What follows belongs to an exercise in optimizing a design on an open flow for small area, a short achievable clock period and few clock cycles; a production flow would make more cautious choices. The RTL was checked by simulation tests, not by an equivalence proof against the original design.

--- flow/flow/run.sh ---
#!/bin/bash
set -euo pipefail
bash standard.sh MATCH_CELL_FOOTPRINT=0 finish > standard.log 2>&1
--- flow/standard.sh ---
#!/bin/bash
# synth_recipe.tcl (not shown) runs the flow's synth.tcl, then flattens the netlist and writes it again
# the make line also repeats each setting of config.mk as NAME=value (left out here)
make -C /OpenROAD-flow-scripts/flow DESIGN_CONFIG=/design/flow/config.mk WORK_HOME=/design/flow/orfs CLKGATE_MAP_FILE= SYNTH_SCRIPT=/design/flow/synth_recipe.tcl "${@:-finish}"
--- flow/config.mk ---
export PLATFORM = sky130hd
export DESIGN_NAME = goldschmidt_divider_q4_4
export DESIGN_NICKNAME = goldschmidt_divider_q4_4
export VERILOG_FILES = /design/flow/design.v
export SDC_FILE = /design/flow/constraint.sdc
export NUM_CORES = 4
export LEC_CHECK = 0
export ABC_AREA = 1
export CAP_MARGIN = 20
export CORE_MARGIN = 2
export CORE_UTILIZATION = 40
export SETUP_SLACK_MARGIN = 1.5
export SLEW_MARGIN = 20
--- flow/constraint.sdc ---
create_clock -name core_clock -period 8.0 [get_ports {clk}]
set_input_delay 1.6000 -clock core_clock [delete_from_list [all_inputs] [get_ports {clk}]]
set_output_delay 1.6000 -clock core_clock [all_outputs]
set_load 0.01 [all_outputs]
--- flow/design.v ---
module goldschmidt_divider_q4_4 (
    input  wire       clk,
    input  wire       rst_n,
    input  wire       start,
    input  wire [7:0] numerator,
    input  wire [7:0] denominator,
    output wire [7:0] quotient,
    output reg        valid,
    output reg        error
);
    reg busy;
    always @(posedge clk or negedge rst_n) begin
        if (!rst_n) begin
            busy  <= 1'b0;
            valid <= 1'b0;
        end else begin
            busy  <= start;
            valid <= busy;
        end
    end
    wire       sgn0 = numerator[7] ^ denominator[7];
    wire [7:0] nr0  = numerator[7]   ? -numerator   : numerator;
    wire [7:0] dr0  = denominator[7] ? -denominator : denominator;
    reg [2:0] p0, cls0;
    always @(*) begin
        casez (dr0)
            8'b1???????: begin p0 = 3'd7; cls0 = dr0[6:4]; end
            8'b01??????: begin p0 = 3'd6; cls0 = dr0[5:3]; end
            8'b001?????: begin p0 = 3'd5; cls0 = dr0[4:2]; end
            8'b0001????: begin p0 = 3'd4; cls0 = dr0[3:1]; end
            8'b00001???: begin p0 = 3'd3; cls0 = dr0[2:0]; end
            8'b000001??: begin p0 = 3'd2; cls0 = {dr0[1:0], 1'b0}; end
            8'b0000001?: begin p0 = 3'd1; cls0 = {dr0[0], 2'b0}; end
            default:     begin p0 = 3'd0; cls0 = 3'd0; end
        endcase
    end
    reg [4:0] bd0, bd1;
    reg [2:0] bd2;
    always @(*) begin
        case ({nr0[2:0], 1'b0})
            4'b0000:          bd0 = 5'b00000;
            4'b0010:          bd0 = 5'b00001;
            4'b0100:          bd0 = 5'b00010;
            4'b0110:          bd0 = 5'b00100;
            4'b1000:          bd0 = 5'b11000;
            4'b1010:          bd0 = 5'b10100;
            4'b1100:          bd0 = 5'b10010;
            default:          bd0 = 5'b10001;
        endcase
        case (nr0[5:2])
            4'b0000, 4'b1111: bd1 = 5'b00000;
            4'b0001, 4'b0010: bd1 = 5'b00001;
            4'b0011, 4'b0100: bd1 = 5'b00010;
            4'b0101, 4'b0110: bd1 = 5'b00100;
            4'b0111:          bd1 = 5'b01000;
            4'b1000:          bd1 = 5'b11000;
            4'b1001, 4'b1010: bd1 = 5'b10100;
            4'b1011, 4'b1100: bd1 = 5'b10010;
            default:          bd1 = 5'b10001;
        endcase
        bd2 = {1'b0, nr0[7] | (nr0[6] & nr0[5]), ~nr0[7] & (nr0[6] ^ nr0[5])};
    end
    reg [7:0] rom0;
    always @(*) begin
        case (nr0[6:0])
            7'd0: rom0 = 8'd0;
            7'd1: rom0 = 8'd187;
            7'd2: rom0 = 8'd229;
            7'd3: rom0 = 8'd108;
            7'd4: rom0 = 8'd242;
            7'd5: rom0 = 8'd173;
            7'd6: rom0 = 8'd215;
            7'd7: rom0 = 8'd94;
            7'd8: rom0 = 8'd229;
            7'd9: rom0 = 8'd15;
            7'd10: rom0 = 8'd202;
            7'd11: rom0 = 8'd81;
            7'd12: rom0 = 8'd122;
            7'd13: rom0 = 8'd1;
            7'd14: rom0 = 8'd188;
            7'd15: rom0 = 8'd67;
            7'd16: rom0 = 8'd109;
            7'd17: rom0 = 8'd244;
            7'd18: rom0 = 8'd123;
            7'd19: rom0 = 8'd216;
            7'd20: rom0 = 8'd95;
            7'd21: rom0 = 8'd230;
            7'd22: rom0 = 8'd16;
            7'd23: rom0 = 8'd203;
            7'd24: rom0 = 8'd82;
            7'd25: rom0 = 8'd217;
            7'd26: rom0 = 8'd3;
            7'd27: rom0 = 8'd138;
            7'd28: rom0 = 8'd68;
            7'd29: rom0 = 8'd110;
            7'd30: rom0 = 8'd245;
            7'd31: rom0 = 8'd124;
            7'd32: rom0 = 8'd166;
            7'd33: rom0 = 8'd97;
            7'd34: rom0 = 8'd232;
            7'd35: rom0 = 8'd111;
            7'd36: rom0 = 8'd153;
            7'd37: rom0 = 8'd83;
            7'd38: rom0 = 8'd218;
            7'd39: rom0 = 8'd4;
            7'd40: rom0 = 8'd139;
            7'd41: rom0 = 8'd18;
            7'd42: rom0 = 8'd112;
            7'd43: rom0 = 8'd247;
            7'd44: rom0 = 8'd125;
            7'd45: rom0 = 8'd4;
            7'd46: rom0 = 8'd98;
            7'd47: rom0 = 8'd233;
            7'd48: rom0 = 8'd112;
            7'd49: rom0 = 8'd154;
            7'd50: rom0 = 8'd33;
            7'd51: rom0 = 8'd220;
            7'd52: rom0 = 8'd5;
            7'd53: rom0 = 8'd140;
            7'd54: rom0 = 8'd19;
            7'd55: rom0 = 8'd206;
            7'd56: rom0 = 8'd248;
            7'd57: rom0 = 8'd127;
            7'd58: rom0 = 8'd6;
            7'd59: rom0 = 8'd47;
            7'd60: rom0 = 8'd234;
            7'd61: rom0 = 8'd113;
            7'd62: rom0 = 8'd155;
            7'd63: rom0 = 8'd34;
            7'd64: rom0 = 8'd169;
            7'd65: rom0 = 8'd100;
            7'd66: rom0 = 8'd141;
            7'd67: rom0 = 8'd20;
            7'd68: rom0 = 8'd155;
            7'd69: rom0 = 8'd249;
            7'd70: rom0 = 8'd128;
            7'd71: rom0 = 8'd7;
            7'd72: rom0 = 8'd49;
            7'd73: rom0 = 8'd183;
            7'd74: rom0 = 8'd114;
            7'd75: rom0 = 8'd249;
            7'd76: rom0 = 8'd35;
            7'd77: rom0 = 8'd170;
            7'd78: rom0 = 8'd101;
            7'd79: rom0 = 8'd143;
            7'd80: rom0 = 8'd21;
            7'd81: rom0 = 8'd156;
            7'd82: rom0 = 8'd198;
            7'd83: rom0 = 8'd129;
            7'd84: rom0 = 8'd8;
            7'd85: rom0 = 8'd143;
            7'd86: rom0 = 8'd58;
            7'd87: rom0 = 8'd245;
            7'd88: rom0 = 8'd30;
            7'd89: rom0 = 8'd165;
            7'd90: rom0 = 8'd44;
            7'd91: rom0 = 8'd179;
            7'd92: rom0 = 8'd17;
            7'd93: rom0 = 8'd152;
            7'd94: rom0 = 8'd31;
            7'd95: rom0 = 8'd72;
            7'd96: rom0 = 8'd207;
            7'd97: rom0 = 8'd138;
            7'd98: rom0 = 8'd180;
            7'd99: rom0 = 8'd59;
            7'd100: rom0 = 8'd194;
            7'd101: rom0 = 8'd125;
            7'd102: rom0 = 8'd166;
            7'd103: rom0 = 8'd45;
            7'd104: rom0 = 8'd180;
            7'd105: rom0 = 8'd222;
            7'd106: rom0 = 8'd153;
            7'd107: rom0 = 8'd32;
            7'd108: rom0 = 8'd74;
            7'd109: rom0 = 8'd208;
            7'd110: rom0 = 8'd139;
            7'd111: rom0 = 8'd18;
            7'd112: rom0 = 8'd60;
            7'd113: rom0 = 8'd195;
            7'd114: rom0 = 8'd74;
            7'd115: rom0 = 8'd168;
            7'd116: rom0 = 8'd47;
            7'd117: rom0 = 8'd181;
            7'd118: rom0 = 8'd223;
            7'd119: rom0 = 8'd154;
            7'd120: rom0 = 8'd33;
            7'd121: rom0 = 8'd168;
            7'd122: rom0 = 8'd210;
            7'd123: rom0 = 8'd89;
            7'd124: rom0 = 8'd19;
            7'd125: rom0 = 8'd61;
            7'd126: rom0 = 8'd196;
            7'd127: rom0 = 8'd75;
        endcase
    end
    wire dz0   = (denominator == 8'd0);
    wire eq0   = (nr0 == dr0);
    wire d160  = (dr0 == 8'h10);
    wire d1280 = (denominator == 8'h80);
    reg [7:0] spec0;
    always @(*) begin
        if (dz0)       spec0 = 8'h00;
        else if (eq0)  spec0 = 8'h10;
        else if (d160) spec0 = nr0;
        else           spec0 = rom0;
    end
    reg [4:0]  bdg0, bdg1;
    reg [2:0]  bdg2;
    reg [2:0]  pa, cls;
    reg        sgna, dza, usespa;
    reg [7:0]  speca;
    always @(posedge clk) begin
        bdg0   <= bd0;
        bdg1   <= bd1;
        bdg2   <= bd2;
        pa     <= p0;
        cls    <= cls0;
        sgna   <= sgn0;
        dza    <= dz0;
        usespa <= dz0 | eq0 | d160 | d1280;
        speca  <= spec0;
    end
    wire [12:0] k1 = ({13{cls == 3'd0}} & 13'd7224) |
        ({13{cls == 3'd1}} & 13'd6783) |
        ({13{cls == 3'd2}} & 13'd6240) |
        ({13{cls == 3'd3}} & 13'd5840) |
        ({13{cls == 3'd4}} & 13'd5328) |
        ({13{cls == 3'd5}} & 13'd5004) |
        ({13{cls == 3'd6}} & 13'd4658) |
        ({13{cls == 3'd7}} & 13'd4369);
    wire [14:0] k3 = ({15{cls == 3'd0}} & 15'd21672) |
        ({15{cls == 3'd1}} & 15'd20349) |
        ({15{cls == 3'd2}} & 15'd18720) |
        ({15{cls == 3'd3}} & 15'd17520) |
        ({15{cls == 3'd4}} & 15'd15984) |
        ({15{cls == 3'd5}} & 15'd15012) |
        ({15{cls == 3'd6}} & 15'd13974) |
        ({15{cls == 3'd7}} & 15'd13107);
    wire       bs0 = bdg0[4], bs1 = bdg1[4];
    wire [4:1] bm0 = bdg0[3:0], bm1 = bdg1[3:0];
    wire [4:1] bm2 = {2'b00, bdg2[1:0]};
    wire m1_1;
    wire m1_2;
    wire m1_3;
    wire m1_4;
    wire m1_5;
    wire m1_6;
    wire m1_7;
    wire m1_8;
    wire m1_9;
    wire m1_10;
    wire m1_11;
    wire m1_12;
    wire m1_13;
    wire m1_14;
    wire m1_15;
    wire m1_16;
    wire m1_17;
    wire m1_18;
    wire m1_19;
    wire m1_20;
    wire m1_21;
    wire m1_22;
    wire m1_23;
    wire m1_24;
    wire m1_25;
    wire m1_26;
    wire m1_27;
    wire m1_28;
    wire m1_29;
    wire m1_30;
    wire m1_31;
    wire m1_32;
    wire m1_33;
    wire m1_34;
    assign m1_1 = bs1 ^ (bs0 ^ ((bm0[1] & k1[3]) | (bm0[2] & k1[2]) | (bm0[3] & k3[3]) | (bm0[4] & k1[1])));
    assign m1_2 = bs1 & (bs0 ^ ((bm0[1] & k1[3]) | (bm0[2] & k1[2]) | (bm0[3] & k3[3]) | (bm0[4] & k1[1])));
    assign m1_3 = (bs0 ^ ((bm0[1] & k1[4]) | (bm0[2] & k1[3]) | (bm0[3] & k3[4]) | (bm0[4] & k1[2]))) ^ (bs1 ^ ((bm1[1] & k1[1]) | (bm1[2] & k1[0]) | (bm1[3] & k3[1])));
    assign m1_4 = (bs0 ^ ((bm0[1] & k1[4]) | (bm0[2] & k1[3]) | (bm0[3] & k3[4]) | (bm0[4] & k1[2]))) & (bs1 ^ ((bm1[1] & k1[1]) | (bm1[2] & k1[0]) | (bm1[3] & k3[1])));
    assign m1_5 = (bs0 ^ ((bm0[1] & k1[5]) | (bm0[2] & k1[4]) | (bm0[3] & k3[5]) | (bm0[4] & k1[3]))) ^ (bs1 ^ ((bm1[1] & k1[2]) | (bm1[2] & k1[1]) | (bm1[3] & k3[2]) | (bm1[4] & k1[0])));
    assign m1_6 = (bs0 ^ ((bm0[1] & k1[5]) | (bm0[2] & k1[4]) | (bm0[3] & k3[5]) | (bm0[4] & k1[3]))) & (bs1 ^ ((bm1[1] & k1[2]) | (bm1[2] & k1[1]) | (bm1[3] & k3[2]) | (bm1[4] & k1[0])));
    assign m1_7 = (bs0 ^ ((bm0[1] & k1[6]) | (bm0[2] & k1[5]) | (bm0[3] & k3[6]) | (bm0[4] & k1[4]))) ^ (bs1 ^ ((bm1[1] & k1[3]) | (bm1[2] & k1[2]) | (bm1[3] & k3[3]) | (bm1[4] & k1[1]))) ^ ((bm2[1] & k1[0]));
    assign m1_8 = ((bs0 ^ ((bm0[1] & k1[6]) | (bm0[2] & k1[5]) | (bm0[3] & k3[6]) | (bm0[4] & k1[4]))) & (bs1 ^ ((bm1[1] & k1[3]) | (bm1[2] & k1[2]) | (bm1[3] & k3[3]) | (bm1[4] & k1[1])))) | ((bs0 ^ ((bm0[1] & k1[6]) | (bm0[2] & k1[5]) | (bm0[3] & k3[6]) | (bm0[4] & k1[4]))) & ((bm2[1] & k1[0]))) | ((bs1 ^ ((bm1[1] & k1[3]) | (bm1[2] & k1[2]) | (bm1[3] & k3[3]) | (bm1[4] & k1[1]))) & ((bm2[1] & k1[0])));
    assign m1_9 = (bs0 ^ ((bm0[1] & k1[7]) | (bm0[2] & k1[6]) | (bm0[3] & k3[7]) | (bm0[4] & k1[5]))) ^ (bs1 ^ ((bm1[1] & k1[4]) | (bm1[2] & k1[3]) | (bm1[3] & k3[4]) | (bm1[4] & k1[2]))) ^ ((bm2[1] & k1[1]) | (bm2[2] & k1[0]));
    assign m1_10 = ((bs0 ^ ((bm0[1] & k1[7]) | (bm0[2] & k1[6]) | (bm0[3] & k3[7]) | (bm0[4] & k1[5]))) & (bs1 ^ ((bm1[1] & k1[4]) | (bm1[2] & k1[3]) | (bm1[3] & k3[4]) | (bm1[4] & k1[2])))) | ((bs0 ^ ((bm0[1] & k1[7]) | (bm0[2] & k1[6]) | (bm0[3] & k3[7]) | (bm0[4] & k1[5]))) & ((bm2[1] & k1[1]) | (bm2[2] & k1[0]))) | ((bs1 ^ ((bm1[1] & k1[4]) | (bm1[2] & k1[3]) | (bm1[3] & k3[4]) | (bm1[4] & k1[2]))) & ((bm2[1] & k1[1]) | (bm2[2] & k1[0])));
    assign m1_11 = (bs0 ^ ((bm0[1] & k1[8]) | (bm0[2] & k1[7]) | (bm0[3] & k3[8]) | (bm0[4] & k1[6]))) ^ (bs1 ^ ((bm1[1] & k1[5]) | (bm1[2] & k1[4]) | (bm1[3] & k3[5]) | (bm1[4] & k1[3]))) ^ ((bm2[1] & k1[2]) | (bm2[2] & k1[1]));
    assign m1_12 = ((bs0 ^ ((bm0[1] & k1[8]) | (bm0[2] & k1[7]) | (bm0[3] & k3[8]) | (bm0[4] & k1[6]))) & (bs1 ^ ((bm1[1] & k1[5]) | (bm1[2] & k1[4]) | (bm1[3] & k3[5]) | (bm1[4] & k1[3])))) | ((bs0 ^ ((bm0[1] & k1[8]) | (bm0[2] & k1[7]) | (bm0[3] & k3[8]) | (bm0[4] & k1[6]))) & ((bm2[1] & k1[2]) | (bm2[2] & k1[1]))) | ((bs1 ^ ((bm1[1] & k1[5]) | (bm1[2] & k1[4]) | (bm1[3] & k3[5]) | (bm1[4] & k1[3]))) & ((bm2[1] & k1[2]) | (bm2[2] & k1[1])));
    assign m1_13 = (bs0 ^ ((bm0[1] & k1[9]) | (bm0[2] & k1[8]) | (bm0[3] & k3[9]) | (bm0[4] & k1[7]))) ^ (bs1 ^ ((bm1[1] & k1[6]) | (bm1[2] & k1[5]) | (bm1[3] & k3[6]) | (bm1[4] & k1[4]))) ^ ((bm2[1] & k1[3]) | (bm2[2] & k1[2]));
    assign m1_14 = ((bs0 ^ ((bm0[1] & k1[9]) | (bm0[2] & k1[8]) | (bm0[3] & k3[9]) | (bm0[4] & k1[7]))) & (bs1 ^ ((bm1[1] & k1[6]) | (bm1[2] & k1[5]) | (bm1[3] & k3[6]) | (bm1[4] & k1[4])))) | ((bs0 ^ ((bm0[1] & k1[9]) | (bm0[2] & k1[8]) | (bm0[3] & k3[9]) | (bm0[4] & k1[7]))) & ((bm2[1] & k1[3]) | (bm2[2] & k1[2]))) | ((bs1 ^ ((bm1[1] & k1[6]) | (bm1[2] & k1[5]) | (bm1[3] & k3[6]) | (bm1[4] & k1[4]))) & ((bm2[1] & k1[3]) | (bm2[2] & k1[2])));
    assign m1_15 = (bs0 ^ ((bm0[1] & k1[10]) | (bm0[2] & k1[9]) | (bm0[3] & k3[10]) | (bm0[4] & k1[8]))) ^ (bs1 ^ ((bm1[1] & k1[7]) | (bm1[2] & k1[6]) | (bm1[3] & k3[7]) | (bm1[4] & k1[5]))) ^ ((bm2[1] & k1[4]) | (bm2[2] & k1[3]));
    assign m1_16 = ((bs0 ^ ((bm0[1] & k1[10]) | (bm0[2] & k1[9]) | (bm0[3] & k3[10]) | (bm0[4] & k1[8]))) & (bs1 ^ ((bm1[1] & k1[7]) | (bm1[2] & k1[6]) | (bm1[3] & k3[7]) | (bm1[4] & k1[5])))) | ((bs0 ^ ((bm0[1] & k1[10]) | (bm0[2] & k1[9]) | (bm0[3] & k3[10]) | (bm0[4] & k1[8]))) & ((bm2[1] & k1[4]) | (bm2[2] & k1[3]))) | ((bs1 ^ ((bm1[1] & k1[7]) | (bm1[2] & k1[6]) | (bm1[3] & k3[7]) | (bm1[4] & k1[5]))) & ((bm2[1] & k1[4]) | (bm2[2] & k1[3])));
    assign m1_17 = (bs0 ^ ((bm0[1] & k1[11]) | (bm0[2] & k1[10]) | (bm0[3] & k3[11]) | (bm0[4] & k1[9]))) ^ (bs1 ^ ((bm1[1] & k1[8]) | (bm1[2] & k1[7]) | (bm1[3] & k3[8]) | (bm1[4] & k1[6]))) ^ ((bm2[1] & k1[5]) | (bm2[2] & k1[4]));
    assign m1_18 = ((bs0 ^ ((bm0[1] & k1[11]) | (bm0[2] & k1[10]) | (bm0[3] & k3[11]) | (bm0[4] & k1[9]))) & (bs1 ^ ((bm1[1] & k1[8]) | (bm1[2] & k1[7]) | (bm1[3] & k3[8]) | (bm1[4] & k1[6])))) | ((bs0 ^ ((bm0[1] & k1[11]) | (bm0[2] & k1[10]) | (bm0[3] & k3[11]) | (bm0[4] & k1[9]))) & ((bm2[1] & k1[5]) | (bm2[2] & k1[4]))) | ((bs1 ^ ((bm1[1] & k1[8]) | (bm1[2] & k1[7]) | (bm1[3] & k3[8]) | (bm1[4] & k1[6]))) & ((bm2[1] & k1[5]) | (bm2[2] & k1[4])));
    assign m1_19 = (bs0 ^ ((bm0[1] & k1[12]) | (bm0[2] & k1[11]) | (bm0[3] & k3[12]) | (bm0[4] & k1[10]))) ^ (bs1 ^ ((bm1[1] & k1[9]) | (bm1[2] & k1[8]) | (bm1[3] & k3[9]) | (bm1[4] & k1[7]))) ^ ((bm2[1] & k1[6]) | (bm2[2] & k1[5]));
    assign m1_20 = ((bs0 ^ ((bm0[1] & k1[12]) | (bm0[2] & k1[11]) | (bm0[3] & k3[12]) | (bm0[4] & k1[10]))) & (bs1 ^ ((bm1[1] & k1[9]) | (bm1[2] & k1[8]) | (bm1[3] & k3[9]) | (bm1[4] & k1[7])))) | ((bs0 ^ ((bm0[1] & k1[12]) | (bm0[2] & k1[11]) | (bm0[3] & k3[12]) | (bm0[4] & k1[10]))) & ((bm2[1] & k1[6]) | (bm2[2] & k1[5]))) | ((bs1 ^ ((bm1[1] & k1[9]) | (bm1[2] & k1[8]) | (bm1[3] & k3[9]) | (bm1[4] & k1[7]))) & ((bm2[1] & k1[6]) | (bm2[2] & k1[5])));
    assign m1_21 = (bs0 ^ ((bm0[2] & k1[12]) | (bm0[3] & k3[13]) | (bm0[4] & k1[11]))) ^ (bs1 ^ ((bm1[1] & k1[10]) | (bm1[2] & k1[9]) | (bm1[3] & k3[10]) | (bm1[4] & k1[8]))) ^ ((bm2[1] & k1[7]) | (bm2[2] & k1[6]));
    assign m1_22 = ((bs0 ^ ((bm0[2] & k1[12]) | (bm0[3] & k3[13]) | (bm0[4] & k1[11]))) & (bs1 ^ ((bm1[1] & k1[10]) | (bm1[2] & k1[9]) | (bm1[3] & k3[10]) | (bm1[4] & k1[8])))) | ((bs0 ^ ((bm0[2] & k1[12]) | (bm0[3] & k3[13]) | (bm0[4] & k1[11]))) & ((bm2[1] & k1[7]) | (bm2[2] & k1[6]))) | ((bs1 ^ ((bm1[1] & k1[10]) | (bm1[2] & k1[9]) | (bm1[3] & k3[10]) | (bm1[4] & k1[8]))) & ((bm2[1] & k1[7]) | (bm2[2] & k1[6])));
    assign m1_23 = (bs0 ^ ((bm0[3] & k3[14]) | (bm0[4] & k1[12]))) ^ (bs1 ^ ((bm1[1] & k1[11]) | (bm1[2] & k1[10]) | (bm1[3] & k3[11]) | (bm1[4] & k1[9]))) ^ ((bm2[1] & k1[8]) | (bm2[2] & k1[7]));
    assign m1_24 = ((bs0 ^ ((bm0[3] & k3[14]) | (bm0[4] & k1[12]))) & (bs1 ^ ((bm1[1] & k1[11]) | (bm1[2] & k1[10]) | (bm1[3] & k3[11]) | (bm1[4] & k1[9])))) | ((bs0 ^ ((bm0[3] & k3[14]) | (bm0[4] & k1[12]))) & ((bm2[1] & k1[8]) | (bm2[2] & k1[7]))) | ((bs1 ^ ((bm1[1] & k1[11]) | (bm1[2] & k1[10]) | (bm1[3] & k3[11]) | (bm1[4] & k1[9]))) & ((bm2[1] & k1[8]) | (bm2[2] & k1[7])));
    assign m1_25 = bs0 ^ (bs1 ^ ((bm1[1] & k1[12]) | (bm1[2] & k1[11]) | (bm1[3] & k3[12]) | (bm1[4] & k1[10]))) ^ ((bm2[1] & k1[9]) | (bm2[2] & k1[8]));
    assign m1_26 = (bs0 & (bs1 ^ ((bm1[1] & k1[12]) | (bm1[2] & k1[11]) | (bm1[3] & k3[12]) | (bm1[4] & k1[10])))) | (bs0 & ((bm2[1] & k1[9]) | (bm2[2] & k1[8]))) | ((bs1 ^ ((bm1[1] & k1[12]) | (bm1[2] & k1[11]) | (bm1[3] & k3[12]) | (bm1[4] & k1[10]))) & ((bm2[1] & k1[9]) | (bm2[2] & k1[8])));
    assign m1_27 = bs0 ^ (bs1 ^ ((bm1[2] & k1[12]) | (bm1[3] & k3[13]) | (bm1[4] & k1[11]))) ^ ((bm2[1] & k1[10]) | (bm2[2] & k1[9]));
    assign m1_28 = (bs0 & (bs1 ^ ((bm1[2] & k1[12]) | (bm1[3] & k3[13]) | (bm1[4] & k1[11])))) | (bs0 & ((bm2[1] & k1[10]) | (bm2[2] & k1[9]))) | ((bs1 ^ ((bm1[2] & k1[12]) | (bm1[3] & k3[13]) | (bm1[4] & k1[11]))) & ((bm2[1] & k1[10]) | (bm2[2] & k1[9])));
    assign m1_29 = bs0 ^ (bs1 ^ ((bm1[3] & k3[14]) | (bm1[4] & k1[12]))) ^ ((bm2[1] & k1[11]) | (bm2[2] & k1[10]));
    assign m1_30 = (bs0 & (bs1 ^ ((bm1[3] & k3[14]) | (bm1[4] & k1[12])))) | (bs0 & ((bm2[1] & k1[11]) | (bm2[2] & k1[10]))) | ((bs1 ^ ((bm1[3] & k3[14]) | (bm1[4] & k1[12]))) & ((bm2[1] & k1[11]) | (bm2[2] & k1[10])));
    assign m1_31 = ~bs0 ^ ~bs1 ^ ((bm2[1] & k1[12]) | (bm2[2] & k1[11]));
    assign m1_32 = (~bs0 & ~bs1) | (~bs0 & ((bm2[1] & k1[12]) | (bm2[2] & k1[11]))) | (~bs1 & ((bm2[1] & k1[12]) | (bm2[2] & k1[11])));
    assign m1_33 = 1'b1 ^ ((bm2[2] & k1[12]));
    assign m1_34 = 1'b1 & ((bm2[2] & k1[12]));
    wire [19:0] x_a = {m1_33, m1_31, m1_29, m1_27, m1_25, m1_23, m1_21, m1_19, m1_17, m1_15, m1_13, m1_11, m1_9, m1_7, m1_5, m1_3, m1_1, (bs0 ^ ((bm0[1] & k1[2]) | (bm0[2] & k1[1]) | (bm0[3] & k3[2]) | (bm0[4] & k1[0]))), (bs0 ^ ((bm0[1] & k1[1]) | (bm0[2] & k1[0]) | (bm0[3] & k3[1]))), bs0};
    wire [19:0] x_b = {m1_32, m1_30, m1_28, m1_26, m1_24, m1_22, m1_20, m1_18, m1_16, m1_14, m1_12, m1_10, m1_8, m1_6, m1_4, m1_2, (bs1 ^ ((bm1[1] & k1[0]) | (bm1[3] & k3[0]))), 1'b0, 1'b0, (bs0 ^ ((bm0[1] & k1[0]) | (bm0[3] & k3[0])))};
    wire [19:0] x  = x_a + x_b;
    wire [11:0] n2 = x[19:8];
    wire [1:0] s3 = ({2{cls == 3'd1}} & 2'd1) |
        ({2{cls == 3'd2}} & 2'd2) |
        ({2{cls == 3'd3}} & 2'd2) |
        ({2{cls == 3'd4}} & 2'd2) |
        ({2{cls == 3'd5}} & 2'd2) |
        ({2{cls == 3'd6}} & 2'd2) |
        ({2{cls == 3'd7}} & 2'd2);
    wire [1:0] es = ({2{cls == 3'd0}} & 2'd1) |
        ({2{cls == 3'd2}} & 2'd2) |
        ({2{cls == 3'd4}} & 2'd1);
    wire [2:0] e1 = ({3{cls == 3'd0}} & 3'd1) |
        ({3{cls == 3'd1}} & 3'd4) |
        ({3{cls == 3'd2}} & 3'd7) |
        ({3{cls == 3'd3}} & 3'd2) |
        ({3{cls == 3'd4}} & 3'd1) |
        ({3{cls == 3'd7}} & 3'd1);
    wire [2:0] e2 = ({3{cls == 3'd0}} & 3'd4) |
        ({3{cls == 3'd1}} & 3'd1) |
        ({3{cls == 3'd3}} & 3'd1) |
        ({3{cls == 3'd4}} & 3'd2) |
        ({3{cls == 3'd5}} & 3'd1) |
        ({3{cls == 3'd6}} & 3'd1);
    wire [19:0] c2 = ({20{cls == 3'd0}} & 20'd1040385) |
        ({20{cls == 3'd2}} & 20'd1015812) |
        ({20{cls == 3'd4}} & 20'd1040385);
    wire es_0 = es[0], es_1 = es[1];
    wire e1_0 = e1[0], e1_1 = e1[1], e1_2 = e1[2];
    wire e2_0 = e2[0], e2_1 = e2[1], e2_2 = e2[2];
    wire m2_1;
    wire m2_2;
    wire m2_3;
    wire m2_4;
    wire m2_5;
    wire m2_6;
    wire m2_7;
    wire m2_8;
    wire m2_9;
    wire m2_10;
    wire m2_11;
    wire m2_12;
    wire m2_13;
    wire m2_14;
    wire m2_15;
    wire m2_16;
    wire m2_17;
    wire m2_18;
    wire m2_19;
    wire m2_20;
    wire m2_21;
    wire m2_22;
    wire m2_23;
    wire m2_24;
    wire m2_25;
    wire m2_26;
    wire m2_27;
    wire m2_28;
    wire m2_29;
    wire m2_30;
    wire m2_31;
    wire m2_32;
    wire m2_33;
    wire m2_34;
    wire m2_35;
    wire m2_36;
    wire m2_37;
    wire m2_38;
    wire m2_39;
    wire m2_40;
    wire m2_41;
    wire m2_42;
    wire m2_43;
    wire m2_44;
    wire m2_45;
    wire m2_46;
    wire m2_47;
    wire m2_48;
    wire m2_49;
    wire m2_50;
    wire m2_51;
    wire m2_52;
    wire m2_53;
    wire m2_54;
    assign m2_1 = n2[0] ^ (es_0 ^ ((e1_0 & n2[8]) | (e2_0 & n2[7])));
    assign m2_2 = n2[0] & (es_0 ^ ((e1_0 & n2[8]) | (e2_0 & n2[7])));
    assign m2_3 = n2[1] ^ (es_0 ^ ((e1_0 & n2[9]) | (e2_0 & n2[8]))) ^ (es_1 ^ ((e1_1 & n2[7]) | (e2_1 & n2[6])));
    assign m2_4 = (n2[1] & (es_0 ^ ((e1_0 & n2[9]) | (e2_0 & n2[8])))) | (n2[1] & (es_1 ^ ((e1_1 & n2[7]) | (e2_1 & n2[6])))) | ((es_0 ^ ((e1_0 & n2[9]) | (e2_0 & n2[8]))) & (es_1 ^ ((e1_1 & n2[7]) | (e2_1 & n2[6]))));
    assign m2_5 = n2[2] ^ (es_0 ^ ((e1_0 & n2[10]) | (e2_0 & n2[9]))) ^ (es_1 ^ ((e1_1 & n2[8]) | (e2_1 & n2[7])));
    assign m2_6 = (n2[2] & (es_0 ^ ((e1_0 & n2[10]) | (e2_0 & n2[9])))) | (n2[2] & (es_1 ^ ((e1_1 & n2[8]) | (e2_1 & n2[7])))) | ((es_0 ^ ((e1_0 & n2[10]) | (e2_0 & n2[9]))) & (es_1 ^ ((e1_1 & n2[8]) | (e2_1 & n2[7]))));
    assign m2_7 = n2[3] ^ (es_0 ^ ((e1_0 & n2[11]) | (e2_0 & n2[10]))) ^ (es_1 ^ ((e1_1 & n2[9]) | (e2_1 & n2[8])));
    assign m2_8 = (n2[3] & (es_0 ^ ((e1_0 & n2[11]) | (e2_0 & n2[10])))) | (n2[3] & (es_1 ^ ((e1_1 & n2[9]) | (e2_1 & n2[8])))) | ((es_0 ^ ((e1_0 & n2[11]) | (e2_0 & n2[10]))) & (es_1 ^ ((e1_1 & n2[9]) | (e2_1 & n2[8]))));
    assign m2_9 = n2[4] ^ (es_0 ^ ((e2_0 & n2[11]))) ^ (es_1 ^ ((e1_1 & n2[10]) | (e2_1 & n2[9])));
    assign m2_10 = (n2[4] & (es_0 ^ ((e2_0 & n2[11])))) | (n2[4] & (es_1 ^ ((e1_1 & n2[10]) | (e2_1 & n2[9])))) | ((es_0 ^ ((e2_0 & n2[11]))) & (es_1 ^ ((e1_1 & n2[10]) | (e2_1 & n2[9]))));
    assign m2_11 = n2[5] ^ c2[13] ^ (es_1 ^ ((e1_1 & n2[11]) | (e2_1 & n2[10])));
    assign m2_12 = (n2[5] & c2[13]) | (n2[5] & (es_1 ^ ((e1_1 & n2[11]) | (e2_1 & n2[10])))) | (c2[13] & (es_1 ^ ((e1_1 & n2[11]) | (e2_1 & n2[10]))));
    assign m2_13 = n2[6] ^ c2[14] ^ (es_1 ^ ((e2_1 & n2[11])));
    assign m2_14 = (n2[6] & c2[14]) | (n2[6] & (es_1 ^ ((e2_1 & n2[11])))) | (c2[14] & (es_1 ^ ((e2_1 & n2[11]))));
    assign m2_15 = n2[7] ^ c2[15];
    assign m2_16 = n2[7] & c2[15];
    assign m2_17 = n2[8] ^ c2[16];
    assign m2_18 = n2[8] & c2[16];
    assign m2_19 = c2[2] ^ (es_0 ^ ((e1_0 & n2[2]) | (e2_0 & n2[1])));
    assign m2_20 = c2[2] & (es_0 ^ ((e1_0 & n2[2]) | (e2_0 & n2[1])));
    assign m2_21 = (es_0 ^ ((e1_0 & n2[3]) | (e2_0 & n2[2]))) ^ (es_1 ^ ((e1_1 & n2[1]) | (e2_1 & n2[0])));
    assign m2_22 = (es_0 ^ ((e1_0 & n2[3]) | (e2_0 & n2[2]))) & (es_1 ^ ((e1_1 & n2[1]) | (e2_1 & n2[0])));
    assign m2_23 = (es_0 ^ ((e1_0 & n2[4]) | (e2_0 & n2[3]))) ^ (es_1 ^ ((e1_1 & n2[2]) | (e2_1 & n2[1]))) ^ ((e1_2 & n2[0]));
    assign m2_24 = ((es_0 ^ ((e1_0 & n2[4]) | (e2_0 & n2[3]))) & (es_1 ^ ((e1_1 & n2[2]) | (e2_1 & n2[1])))) | ((es_0 ^ ((e1_0 & n2[4]) | (e2_0 & n2[3]))) & ((e1_2 & n2[0]))) | ((es_1 ^ ((e1_1 & n2[2]) | (e2_1 & n2[1]))) & ((e1_2 & n2[0])));
    assign m2_25 = (es_0 ^ ((e1_0 & n2[5]) | (e2_0 & n2[4]))) ^ (es_1 ^ ((e1_1 & n2[3]) | (e2_1 & n2[2]))) ^ ((e1_2 & n2[1]) | (e2_2 & n2[0]));
    assign m2_26 = ((es_0 ^ ((e1_0 & n2[5]) | (e2_0 & n2[4]))) & (es_1 ^ ((e1_1 & n2[3]) | (e2_1 & n2[2])))) | ((es_0 ^ ((e1_0 & n2[5]) | (e2_0 & n2[4]))) & ((e1_2 & n2[1]) | (e2_2 & n2[0]))) | ((es_1 ^ ((e1_1 & n2[3]) | (e2_1 & n2[2]))) & ((e1_2 & n2[1]) | (e2_2 & n2[0])));
    assign m2_27 = (es_0 ^ ((e1_0 & n2[6]) | (e2_0 & n2[5]))) ^ (es_1 ^ ((e1_1 & n2[4]) | (e2_1 & n2[3]))) ^ ((e1_2 & n2[2]) | (e2_2 & n2[1]));
    assign m2_28 = ((es_0 ^ ((e1_0 & n2[6]) | (e2_0 & n2[5]))) & (es_1 ^ ((e1_1 & n2[4]) | (e2_1 & n2[3])))) | ((es_0 ^ ((e1_0 & n2[6]) | (e2_0 & n2[5]))) & ((e1_2 & n2[2]) | (e2_2 & n2[1]))) | ((es_1 ^ ((e1_1 & n2[4]) | (e2_1 & n2[3]))) & ((e1_2 & n2[2]) | (e2_2 & n2[1])));
    assign m2_29 = (es_0 ^ ((e1_0 & n2[7]) | (e2_0 & n2[6]))) ^ (es_1 ^ ((e1_1 & n2[5]) | (e2_1 & n2[4]))) ^ ((e1_2 & n2[3]) | (e2_2 & n2[2]));
    assign m2_30 = ((es_0 ^ ((e1_0 & n2[7]) | (e2_0 & n2[6]))) & (es_1 ^ ((e1_1 & n2[5]) | (e2_1 & n2[4])))) | ((es_0 ^ ((e1_0 & n2[7]) | (e2_0 & n2[6]))) & ((e1_2 & n2[3]) | (e2_2 & n2[2]))) | ((es_1 ^ ((e1_1 & n2[5]) | (e2_1 & n2[4]))) & ((e1_2 & n2[3]) | (e2_2 & n2[2])));
    assign m2_31 = (es_1 ^ ((e1_1 & n2[6]) | (e2_1 & n2[5]))) ^ ((e1_2 & n2[4]) | (e2_2 & n2[3])) ^ m2_1;
    assign m2_32 = ((es_1 ^ ((e1_1 & n2[6]) | (e2_1 & n2[5]))) & ((e1_2 & n2[4]) | (e2_2 & n2[3]))) | ((es_1 ^ ((e1_1 & n2[6]) | (e2_1 & n2[5]))) & m2_1) | (((e1_2 & n2[4]) | (e2_2 & n2[3])) & m2_1);
    assign m2_33 = ((e1_2 & n2[5]) | (e2_2 & n2[4])) ^ m2_2 ^ m2_3;
    assign m2_34 = (((e1_2 & n2[5]) | (e2_2 & n2[4])) & m2_2) | (((e1_2 & n2[5]) | (e2_2 & n2[4])) & m2_3) | (m2_2 & m2_3);
    assign m2_35 = ((e1_2 & n2[6]) | (e2_2 & n2[5])) ^ m2_4 ^ m2_5;
    assign m2_36 = (((e1_2 & n2[6]) | (e2_2 & n2[5])) & m2_4) | (((e1_2 & n2[6]) | (e2_2 & n2[5])) & m2_5) | (m2_4 & m2_5);
    assign m2_37 = ((e1_2 & n2[7]) | (e2_2 & n2[6])) ^ m2_6 ^ m2_7;
    assign m2_38 = (((e1_2 & n2[7]) | (e2_2 & n2[6])) & m2_6) | (((e1_2 & n2[7]) | (e2_2 & n2[6])) & m2_7) | (m2_6 & m2_7);
    assign m2_39 = ((e1_2 & n2[8]) | (e2_2 & n2[7])) ^ m2_8 ^ m2_9;
    assign m2_40 = (((e1_2 & n2[8]) | (e2_2 & n2[7])) & m2_8) | (((e1_2 & n2[8]) | (e2_2 & n2[7])) & m2_9) | (m2_8 & m2_9);
    assign m2_41 = ((e1_2 & n2[9]) | (e2_2 & n2[8])) ^ m2_10 ^ m2_11;
    assign m2_42 = (((e1_2 & n2[9]) | (e2_2 & n2[8])) & m2_10) | (((e1_2 & n2[9]) | (e2_2 & n2[8])) & m2_11) | (m2_10 & m2_11);
    assign m2_43 = ((e1_2 & n2[10]) | (e2_2 & n2[9])) ^ m2_12 ^ m2_13;
    assign m2_44 = (((e1_2 & n2[10]) | (e2_2 & n2[9])) & m2_12) | (((e1_2 & n2[10]) | (e2_2 & n2[9])) & m2_13) | (m2_12 & m2_13);
    assign m2_45 = m2_15 ^ ((e1_2 & n2[11]) | (e2_2 & n2[10])) ^ m2_14;
    assign m2_46 = (m2_15 & ((e1_2 & n2[11]) | (e2_2 & n2[10]))) | (m2_15 & m2_14) | (((e1_2 & n2[11]) | (e2_2 & n2[10])) & m2_14);
    assign m2_47 = m2_16 ^ m2_17 ^ ((e2_2 & n2[11]));
    assign m2_48 = (m2_16 & m2_17) | (m2_16 & ((e2_2 & n2[11]))) | (m2_17 & ((e2_2 & n2[11])));
    assign m2_49 = n2[9] ^ c2[17] ^ m2_18;
    assign m2_50 = (n2[9] & c2[17]) | (n2[9] & m2_18) | (c2[17] & m2_18);
    assign m2_51 = n2[10] ^ c2[18];
    assign m2_52 = n2[10] & c2[18];
    assign m2_53 = n2[11] ^ c2[19];
    assign m2_54 = n2[11] & c2[19];
    wire [19:0] y_a = {m2_53, m2_51, m2_49, m2_47, m2_45, m2_43, m2_41, m2_39, m2_37, m2_35, m2_33, m2_31, m2_29, m2_27, m2_25, m2_23, m2_21, m2_19, (es_0 ^ ((e1_0 & n2[1]) | (e2_0 & n2[0]))), c2[0]};
    wire [19:0] y_b = {m2_52, m2_50, m2_48, m2_46, m2_44, m2_42, m2_40, m2_38, m2_36, m2_34, m2_32, m2_30, m2_28, m2_26, m2_24, m2_22, m2_20, (es_1 ^ ((e1_1 & n2[0]))), 1'b0, (es_0 ^ ((e1_0 & n2[0])))};
    wire [8:0] ylo = {1'b0, y_a[7:0]} + {1'b0, y_b[7:0]};
    reg [11:0] ysb, ycb;
    reg        c8b, sg;
    reg [6:0]  ph;
    reg [1:0]  sb;
    always @(posedge clk) begin
        ysb   <= usespa ? {3'd0, speca, 1'b0} : y_a[19:8];
        ycb   <= usespa ? 12'd0 : y_b[19:8];
        c8b   <= ~usespa & ylo[8];
        ph    <= usespa ? 7'd1 : (7'd1 << pa);
        sb    <= usespa ? 2'd3 : s3;
        sg    <= sgna;
        error <= dza;
    end
    wire [11:0] n3 = ysb + ycb + {11'd0, c8b};
    wire [11:0] n3s = (sb == 2'd0) ? {6'd0, n3[11:6]} :
                      (sb == 2'd1) ? {7'd0, n3[11:7]} :
                      (sb == 2'd2) ? {8'd0, n3[11:8]} : 12'd0;
    wire [14:0] v = ({3'd0, n3} ^ {15{sg}}) + ({3'd0, n3s} ^ {15{sg}}) +
                    {8'd0, ph} + {14'd0, sg};
    assign quotient = ({8{ph[0]}} & v[8:1])  | ({8{ph[1]}} & v[9:2])  |
                      ({8{ph[2]}} & v[10:3]) | ({8{ph[3]}} & v[11:4]) |
                      ({8{ph[4]}} & v[12:5]) | ({8{ph[5]}} & v[13:6]) |
                      ({8{ph[6]}} & v[14:7]);
endmodule
==> results of run 1 <==
## sequential cells by signal, summed over array words and instances (netlist names), 2 cells and up
register / flops
cls: 3
speca: 8
pa: 3
ph: 7
bdg0: 5
ysb: 12
sb: 2
bdg1: 5
bdg2: 2
ycb: 12
## routing by layer
layer	track usage [%]	wire (um)	vias to the layer above
li1	-	-	5265
met1	33.2	14200	4949
met2	38.4	14200	464
met3	2.60	1920	78
met4	6.88	887	0
met5	0	0	-
## logic make-up (layout without fill, tap and decap cells)
group	Yosys count	after routing	share of synthesized area, %
buffers and inverters	279	293	11.0
AOI/OAI and AO/OA	301	301	18.9
adders and majority gates	116	116	17.7
xor gates and xnor gates	69	69	6.14
and+or+nand+nor	755	755	32.7
DFF	67	67	13.6
## per-stage QoR
| step | util, % | area [um2] | setup slack [ns] | hold slack (ns) |
|---|---|---|---|---|
| after floorplan | - | 9960 | 2.37 | 0.310 |
| after global placement | 42.8 | 10400 | 1.45 | 0.311 |
| after detailed placement | 42.8 | 10400 | 1.30 | 0.314 |
| after CTS | 44.7 | 10900 | 1.29 | 0.322 |
| after global routing | 45.6 | 11100 | 1.42 | 0.332 |
| final | 45.6 | 11100 | 1.72 | 0.322 |
## path summary, 6_finish.rpt
kind | startpoint | endpoint | slack, ns | depth (start not counted)
worst max-delay path | c8b | quotient[4] | 1.72 | 24
worst min-delay path | dza | error | 0.32 | 0
worst max register to register | cls[0] | ysb[1] | 1.98 | 29
worst min register to register | dza | error | 0.32 | 0
max in group asynchronous | rst_n | busy | 6.45 | 1
min in group asynchronous | rst_n | valid | 1.43 | 1
## worst register-to-register path, delay by kind of cell, from the launching register on
| kind | cells | cell delay [ns] |
|---|---|---|
| adder cells (fa/ha/maj) | 4 | 1.81 |
| AND/OR/NAND/NOR | 17 | 2.20 |
| buffers and inverters | 7 | 1.19 |
| flip-flops | 1 | 0.44 |
| AO/OA/AOI/OAI | 1 | 0.27 |
## what timing repair did
item	in CTS	in global routing
gates resized for setup	27	43
hold endpoints to repair	0	0
setup endpoints to repair	8	21
pin swaps	2	17
gates cloned	0	0
buffers inserted	3	14
hold buffers	0	0
## layout make-up
type / count / area share (%)
well taps: 324 / 3.65
multi-input cells: 1241 / 69.8
clock inverters: 7 / 0.676
inverters: 226 / 7.69
flip-flops and latches: 67 / 12.2
repair buffers: 51 / 3.99
clock buffers: 9 / 2.03
## layout by cell type, fill, tap and decap left out, types with 11 or more instances in the layout
cell             count
a21oi_1             67
a221oi_1            11
buf_4               23
clkdlybuf4s50_1     20
dfxtp_1             62
fa_1                38
ha_1                72
inv_1              201
inv_2               21
nand2_1            409
nand2_2             29
nand3_1            117
nand4_1             17
nor2_1             133
nor3_1              14
o2111ai_1           12
o211ai_1            16
o21ai_0             70
o21ai_1             13
o221ai_1            18
o22ai_1             32
xor2_1              49
==> results.tsv, run 1 <==
stage	metric	value	unit
sta	rsz0062_at_grt	true	
synth	synth_edf_count	0	
worst_setup_path	worstPathRequired	6.40	ns
final_layout	fin_nets	1731	
drt	viasPerCell	5.59	
clocking	cts_buffers	9	
clocking	cts_buffer_depth	2	
worst_setup_path	path_buf_inv	7	
synth	postSynthAreaPerCell	6.28	um2
synth	yosysUniqueCellTypes	54	
drt	ant_nets	0	
floorplanning	die_h	162	um
global_route	groute.usage.overall	23.7	%
clocking	clock_latency	0.33	ns
drt	dr.pass1.iters	6	
synth	synth_top_area_share	15.6	%
global_route	antenna_found_initial	0	
sta	fin_tns_setup	0	ns
place	gp_congestion	0.982	
worst_setup_path	crit_chain	fa_2 -> inv_2 -> fa_2 -> inv_1 -> nand3_1 -> o2111ai_1 -> or2_2 -> nand3b_1 -> a21oi_1 -> xor2_1 -> inv_1 -> fa_1 -> ha_4 -> inv_1 -> o21ai_0 -> a21oi_2 -> o21ai_4 -> a21boi_4 -> o21ai_2 -> xor2_1 -> buf_4 -> buf_4 -> o211ai_1 -> clkbuf_2	
clocking	clkTransAtPathRegs	0.06	ns
global_route	grt_pass1_vias	10100	
sta	fin_crit	6.28	ns
synth	synth_cells	1587	
global_route	grt_pass1_wl	51.2	mm
job	cap_violations	0	
global_route	overflow	0	
synth	synthTopCellsByArea	nand2_1 16%, dfxtp_1 13%, ha_1 9.4%, fa_1 8.2%, inv_1 7.8%	
place	dp_hpwl	24.3	mm
floorplanning	io_pins	29	
synth	synth_area_leader_cell	nand2_1	
synth	ys_warn_count	1	
worst_setup_path	cpPeakStageDelay	0.58	ns
synth	synth_ff_type	dfxtp_1	
sta	fmax	159	MHz
sta	slew_viol_final	0	
drt	wl	31.2	mm
final_layout	multiInputGateArea	0.00775	mm2
synth	ys_ff_latch	67	
worst_setup_path	cp_slowest_cell	fa_1	
place	dp_cells	1892	
hold_path	worstHoldPathType	reg -> reg	
drt	drtIter0Drc	1138	
final_layout	seqCellArea	0.00136	mm2
clocking	cts_htree_levels	3	
worst_setup_path	end_kind	output pin	
drt	vias	10800	
sta	hold_viol	0	
synth	yosysSeqAreaShare	13.6	%
sta	worst_pin_slew	0.988	ns
sta	fin_crit_sh	78.5	%
sta	setup_violations	0	
worst_setup_path	crit_top_cell	inv_1	
drt	wl_per_cell	16.2	um
worst_setup_path	path_max_fanout	4	
clocking	cts_sinks	67	
synth	synth_common_cells	413 x nand2_1, 208 x inv_1, 133 x nor2_1	
sta	clock_skew	0.00813	ns
final_layout	final_layout_size_suffix_gt1_share	10.3	%
sta	max-slew-margin-rel	34.0	%
final_layout	n_antenna_cell	0	
synth	syn_nets	1722	
worst_setup_path	crit_type	reg -> out	
synth	synth_most_common_cell	nand2_1	
synth	synthesis.area	0.00996	mm2
final_layout	area_delta_synth_final	11.5	%
floorplanning	core_area	0.0244	mm2
floorplanning	die_area	0.0262	mm2
drt	drc	0	
worst_setup_path	startpoint_type	flip-flop	
status	outcome	no timing/DRC/antenna violations	
clocking	clockRootBuffer	clkbuf_16	
worst_setup_path	crit_family	adder cells	
synth	async_flop_share	2.99	%
final_layout	fill_cells	2618	
floorplanning	die_w	162	um
worst_setup_path	cp.arrival	4.68	ns
global_route	grt_max_degree	53	
floorplanning	rows	57	
final_layout	post_layout_nonfiller_instances	1925	
place	port_buffers	28	
clocking	cts_tree	done	
floorplanning	start_util	40.9	%
Testbench counts, summed over its fixed seeds: cycles 32,000.
==> run 2: changes to the inputs <==
==> flow/flow/run.sh (replaced) <==
#!/bin/bash
# Standard layout, but let timing repair swap cells across footprints
# (sky130hd's platform default restricts it to same-footprint sizes).
set -euo pipefail
bash standard.sh MATCH_CELL_FOOTPRINT=0 finish > standard.log 2>&1
--- a/flow/config.mk
+++ b/flow/config.mk
@@ -5,9 +5,7 @@
 export SDC_FILE = /design/flow/constraint.sdc
 export NUM_CORES = 4
 export LEC_CHECK = 0
-export ABC_AREA = 1
 export CAP_MARGIN = 20
 export CORE_MARGIN = 2
 export CORE_UTILIZATION = 40
-export SETUP_SLACK_MARGIN = 1.5
 export SLEW_MARGIN = 20
==> run 2 against run 1 <==
Count of clock-buffer cells in the layout grew 2. Final cell count shrank 11%. Sequential cell count is the same. Utilization shrank 2.4 points. Global-route usage shrank 1.0 points. Sequential share of layout area shrank 0.051 points. Wire length shrank 0.26%. Die area grew 4.5%.
==> results.tsv, run 2 <==
stage	metric	value	unit
status	outcome	no timing/DRC/antenna violations	
sta	timing.hold.ws	0.341	ns
drt	wl	31.2	mm
synth	ys_warn_count	1	
final_layout	area_delta_synth_final	7.03	%
worst_setup_path	startpoint_type	flip-flop	
final_layout	final_cell_mix	132 x nand2_1, 118 x nor2_1, 116 x a21oi_1	
sta	fmax	132	MHz
global_route	gr-max-usage-layer	met2	
sta	slew_viol_final	0	
clocking	cts_buffers	9	
synth	synth_cells	1431	
synth	postSynthAreaPerCell	7.28	um2
sta	fin_crit	7.58	ns
global_route	grt_max_degree	61	
clocking	cts_tree	done	
global_route	met2_usage	37.3	%
floorplanning	io_pins	29	
clocking	cts_htree_levels	3	
sta	setup_violations	0	
synth	synth_edf_count	0	
drt	drtIter0Drc	1324	
floorplanning	die_area	0.0274	mm2
synth	yosysUniqueCellTypes	89	
place	pre_cts_slack	0.462	ns
worst_setup_path	crit-reg2reg-launch	cls[2]	
synth	syn_nets	1566	
floorplanning	start_util	40.3	%
sta	fin_tns_setup	0	ns
clocking	ctsResizeCount	0	
drt	vias	10700	
synth	synth_top_area_share	12.5	%
global_route	grt_pass1_wl	50.7	mm
final_layout	fin_nets	1507	
global_route	grtUsageMet3	2.50	%
worst_setup_path	cp-startpoint	ysb[0]	
worst_setup_path	crit_type	reg -> out	
drt	drc	0	
final_layout	final_layout_size_suffix_gt1_share	6.32	%
sta	fin_crit_sh	94.7	%
place	gp_congestion	0.862	
synth	synth_common_cells	132 x nand2_1, 118 x a21oi_1, 118 x nor2_1	
floorplanning	die_h	165	um
place	port_buffers	28	
final_layout	n_antenna_cell	0	
hold_path	worstHoldPathType	reg -> reg	
global_route	groute.usage.overall	22.6	%
drt	wl_per_cell	18.2	um
drt	ant_nets	0	
global_route	overflow	0	
worst_setup_path	end_kind	output pin	
synth	synth_ff_type	dfxtp_1	
worst_setup_path	cp.arrival	5.98	ns
clocking	hold_buffers	0	
sta	clock_skew	0.00659	ns
clocking	post_cts_buffers	0	
final_layout	mostFrequentLayoutCell	nand2_1	
clocking	clockRootBuffer	clkbuf_16	
final_layout	largestRegisters	ycb (12), ysb (12), speca (8)	
place	dp_hpwl	22.5	mm
clocking	cts_sinks	67	
clocking	cts_buffer_depth	2	
final_layout	post-route-cell-area	0.0112	mm2
clocking	clkTransAtPathRegs	0.06	ns
drt	dr.pass1.iters	8	
global_route	antenna_found_initial	0	
floorplanning	die_w	165	um
synth	async_flop_share	2.99	%
sta	worst_pin_slew	0.970	ns
synth	synthTopCellsByArea	dfxtp_1 12%, ha_1 9.0%, fa_1 7.9%, a21oi_1 5.7%, o21ai_0 5.4%	
hold_path	hp-start	dza	
global_route	grt_use_met1	32.0	%
synth	yosysSeqAreaShare	13.0	%
worst_setup_path	path_max_fanout	3	
clocking	clock_latency	0.33	ns
synth	synthesis.area	0.0104	mm2
synth	synth_area_leader_cell	dfxtp_1	
worst_setup_path	worstPathRequired	6.40	ns
synth	synth_most_common_cell	nand2_1	
sta	setup_ws	0.421	ns
floorplanning	core_area	0.0258	mm2
floorplanning	rows	59	
global_route	grt_pass1_vias	9651	
drt	viasPerCell	6.24	
sta	hold_viol	0	
job	cap_violations	0	
place	post_dp_cell_area	0.0108	mm2
synth	ys_ff_latch	67	
sta	max-slew-margin-rel	35.3	%
==> run 2: cell types whose count changed after synthesis, moves of 24 or more <==
cell	before	now
a211oi_1	2	28
a21oi_1	73	118
clkbuf_1	20	83
inv_1	208	57
nand2_1	413	132
nand2_2	25	0
nand3_1	117	43
nor2b_1	0	28
o21ai_0	74	112
xnor2_1	11	62
xor2_1	57	33
==> run 2: logic make-up (layout without fill, tap and decap cells) <==
group	count (synthesis)	in the layout	share of synthesized area (%)
compound gates	504	504	32.4
simple gates	436	436	19.5
buf+inv	189	135	7.14
fa+ha+maj	117	117	17.0
xor+xnor	99	99	8.73
flops	67	67	13.0
mux	19	19	2.33
==> run 2: critical path, cell delays in order (launching register included) <==
cell and delay (ns):
dfxtp_1 0.31, fa_1 0.44, inv_1 0.08, fa_1 0.20
nor2b_1 0.06, o21ai_1 0.16, a21boi_0 0.12, o21ai_1 0.23
nor2b_2 0.19, xnor2_1 0.11, mux2_2 0.27, o21ai_0 0.20
xor2_1 0.12, fa_1 0.56, nor2b_1 0.06, fa_1 0.40
a21o_1 0.22, a221oi_2 0.27, o21ai_0 0.15, a21oi_2 0.19
o21ai_0 0.10, o211a_1 0.17, xor2_1 0.25, a22oi_1 0.14
nand3_1 0.11, clkdlybuf4s50_1 0.54
==> run 2: worst paths after layout <==
| kind | slack, ns | endpoint | depth (start not counted) |
|---|---|---|---|
| max in group asynchronous | 6.44 | busy | 1 |
| min reg2reg | 0.34 | error | 0 |
| min | 0.34 | error | 0 |
| min in group asynchronous | 1.43 | valid | 1 |
| max reg2reg | 1.29 | c8b | 22 |
| max | 0.42 | quotient[5] | 25 |
==> run 2: final cells by class <==
type,instances,area [um2]
Sequential cell,67,1360
Clock inverter,5,38.8
Fill cell,2655,14700
Multi-Input combinational cell,1175,8390
Inverter,66,248
Clock buffer,11,243
Timing Repair Buffer,53,468
Tap cell,335,419
==> run 2: per-layer routing <==
metal  wire, um  vias to the layer above  part of all wire, %
met4        444                        0                  1.4
met1      14100                     5051                   45
met2      14700                      452                   47
met5          0                        -                    0
met3       1990                       49                  6.4
li1           -                     5123                    -
==> run 2: stage by stage <==
| stage | utilization [%] | std cells |
|---|---|---|
| final | 43.2 | 1712 |
| after global routing | 43.2 | 1712 |
| after CTS | 43.0 | 1712 |
| after detailed placement | 42.0 | 1696 |
| after global placement | 42.0 | 1696 |
| after floorplan | - | 1431 |
==> run 3: changes to the inputs <==
==> flow/run.sh (new file) <==
#!/bin/bash
# synth_recipe.tcl (not shown) runs the flow's synth.tcl, then flattens the netlist and writes it again
# the make line also repeats each setting of config.mk as NAME=value (left out here)
make -C /OpenROAD-flow-scripts/flow DESIGN_CONFIG=/design/flow/config.mk WORK_HOME=/design/flow/orfs CLKGATE_MAP_FILE= SYNTH_SCRIPT=/design/flow/synth_recipe.tcl finish
--- a/flow/config.mk
+++ b/flow/config.mk
@@ -5,6 +5,7 @@
 export SDC_FILE = /design/flow/constraint.sdc
 export NUM_CORES = 4
 export LEC_CHECK = 0
+export ABC_AREA = 1
 export CAP_MARGIN = 20
 export CORE_MARGIN = 2
 export CORE_UTILIZATION = 40
removed: flow/flow/run.sh
removed: flow/standard.sh
==> run 3 against run 2 <==
Synthesized cell count is 11% higher. Global-route usage is 0.90 points higher. Via count is 0.86% higher.
==> results.tsv, run 3 <==
stage	metric	value	unit
sta	fmax	142	MHz
sta	slew_viol_final	0	
clocking	hold_buffers	0	
place	port_buffers	28	
worst_setup_path	crit_family	simple AND/OR/NAND/NOR gates	
floorplanning	die_w	162	um
floorplanning	die_area	0.0262	mm2
global_route	grt_pass1_vias	10000	
sta	fin_crit_sh	87.8	%
synth	ys_warn_count	1	
clocking	cts_sinks	67	
drt	wl	30.8	mm
worst_setup_path	endpoint	quotient[6]	
global_route	groute.usage.overall	23.5	%
worst_setup_path	crit-reg2reg-launch	cls[1]	
final_layout	final_core_util	44.1	%
synth	yosysSeqAreaShare	13.6	%
clocking	cts_buffers	9	
synth	synth_ff_type	dfxtp_1	
sta	fin_tns_setup	0	ns
drt	drtIter0Drc	1109	
worst_setup_path	startpoint_type	flip-flop	
clocking	clockRootBuffer	clkbuf_16	
final_layout	area_delta_synth_final	7.85	%
global_route	antenna_found_initial	0	
hold_path	worstHoldPathType	reg -> reg	
clocking	post_cts_buffers	0	
floorplanning	die_h	162	um
synth	synth_most_common_cell	nand2_1	
status	outcome	no timing/DRC/antenna violations	
floorplanning	rows	57	
final_layout	largestRegisters	ycb (12), ysb (12), speca (8)	
drt	viasPerCell	5.64	
clocking	ctsResizeCount	0	
synth	synthTopCellsByArea	nand2_1 16%, dfxtp_1 13%, ha_1 9.4%, fa_1 8.2%, inv_1 7.8%	
drt	vias	10800	
sta	worst_pin_slew	1.01	ns
final_layout	mostFrequentLayoutCell	nand2_1	
synth	synth_cells	1587	
global_route	grt_max_degree	53	
synth	synth_common_cells	413 x nand2_1, 208 x inv_1, 133 x nor2_1	
worst_setup_path	worstPathRequired	6.40	ns
worst_setup_path	path_max_fanout	6	
worst_setup_path	cp_slowest_cell	clkdlybuf4s50_1	
hold_path	hold_depth	0	
sta	hold_viol	0	
worst_setup_path	worst-r2r-setup-slack	1.50	ns
global_route	overflow	0	
sta	clock_skew	0.00847	ns
worst_setup_path	rr_endpoint	ysb[4]	
final_layout	fin_nets	1714	
floorplanning	core_area	0.0244	mm2
clocking	clkTransAtPathRegs	0.06	ns
clocking	clock_latency	0.33	ns
worst_setup_path	end_kind	output pin	
final_layout	final_layout_size_suffix_gt1_share	6.06	%
worst_setup_path	reg2reg_depth	29	
final_layout	n_antenna_cell	0	
synth	synth_top_area_share	15.6	%
floorplanning	io_pins	29	
worst_setup_path	path_buf_inv	2	
worst_setup_path	path_depth	30	
drt	ant_nets	0	
floorplanning	start_util	40.9	%
drt	dr.pass1.iters	6	
synth	syn_nets	1722	
worst_setup_path	crit_type	reg -> out	
synth	async_flop_share	2.99	%
sta	rsz0062_at_grt	false	
sta	fin_crit	7.02	ns
final_layout	final_cell_mix	413 x nand2_1, 208 x inv_1, 133 x nor2_1	
synth	synth_edf_count	0	
worst_setup_path	cp-startpoint	ysb[0]	
worst_setup_path	crit_top_cell	nand2_1	
drt	wl_per_cell	16.1	um
place	gp_congestion	0.982	
clocking	cts_buffer_depth	2	
drt	drc	0	
synth	synthesis.area	0.00996	mm2
worst_setup_path	cpPeakStageDelay	0.53	ns
global_route	grt_pass1_wl	51.0	mm
synth	synth_area_leader_cell	nand2_1	
worst_setup_path	cp.arrival	5.42	ns
clocking	cts_tree	done	
synth	postSynthAreaPerCell	6.28	um2
job	cap_violations	0	
sta	max-slew-margin-rel	32.7	%
place	dp_hpwl	24.3	mm
synth	yosysUniqueCellTypes	54	
sta	setup_violations	0	
clocking	cts_htree_levels	3	
synth	ys_ff_latch	67	
-- run 3: cell types whose count changed after synthesis, sizes merged, moves of 18 or more --
cell | before | now
a211oi | 29 | 2
a21oi | 118 | 74
clkbuf | 83 | 20
inv | 61 | 224
nand2 | 132 | 439
nand2b | 18 | 0
nand3 | 43 | 123
nor2 | 118 | 140
nor2b | 28 | 0
nor3 | 37 | 16
o21ai | 118 | 91
xnor2 | 63 | 11
xor2 | 34 | 58
-- run 3: kinds of logic (layout without fill, tap and decap cells) --
group,after synthesis,after routing,share of synthesized area (%)
and+or+nand+nor,755,755,32.7
AOI/OAI and AO/OA,301,301,18.9
buffers and inverters,279,276,11.0
adders and majority gates,116,116,17.7
xor gates and xnor gates,69,69,6.14
DFF,67,67,13.6
-- run 3: layout make-up --
type | count | area [um2]
fillers | 2661 | 13600
multi-input cells | 1241 | 7510
flip-flops and latches | 67 | 1350
inverters | 226 | 851
well taps | 324 | 405
repair buffers | 34 | 325
clock buffers | 9 | 225
clock inverters | 7 | 75.1
-- run 3: through the flow --
step / instances / hold slack (ns) / setup WS (ns) / instance area (um2)
after detailed placement: 1892 / 0.314 / 1.30 / 10400
after global routing: 1908 / 0.332 / 0.325 / 10700
after floorplan: 1587 / 0.310 / 2.37 / 9960
after global placement: 1892 / 0.311 / 1.45 / 10400
after CTS: 1908 / 0.322 / 0.928 / 10700
final: 1908 / 0.323 / 0.976 / 10700
-- run 3: how the worst min path moves through the flow --
stage | startpoint | to | slack, ns
finish | dza | error | 0.32
global route | dza | error | 0.33
CTS | dza | error | 0.32
detailed placement | dza | error | 0.31
global placement | sgna | sg | 0.31
floorplan | dza | error | 0.31
-- run 3: metal layers --
| layer | up-vias | wire length (um) | GRT usage [%] |
|---|---|---|---|
| met5 | - | 0 | 0 |
| met4 | 0 | 897 | 6.84 |
| met3 | 91 | 2060 | 2.50 |
| met2 | 494 | 13800 | 38.0 |
| met1 | 4950 | 14000 | 33.2 |
| li1 | 5232 | - | - |

-- afterwards: timing with drivers on the ports --
The results above use ideal ports. As a check the final layouts listed here were re-extracted and re-timed, cells and wires unchanged. Step 1 sets driving cells, clkbuf_16 on the clock port and buf_2 on the other inputs (assumed; they add their load-dependent delay and slew). Step 2 adds t to the input delays and takes it off the output delays; t is the mean of the earliest and latest rising clock arrival at the registers after step 1. Input paths then give back, and output paths get back, about the clock's delay inside the block. Three values: ideal ports, drivers, drivers and shift; two values: the first two.
run	t, ns	setup WS [ns]	latest minus earliest clock arrival (ns)	worst slew at a driven data input, ns
run 1	0.365	1.718 / 1.676 / 1.950	0.008 / 0.008	0.04
run 2	0.365	0.421 / 0.381 / 0.746	0.007 / 0.008	0.03
run 3	0.364	0.976 / 0.935 / 1.299	0.009 / 0.009	0.04
After both steps every run listed still meets setup and hold.
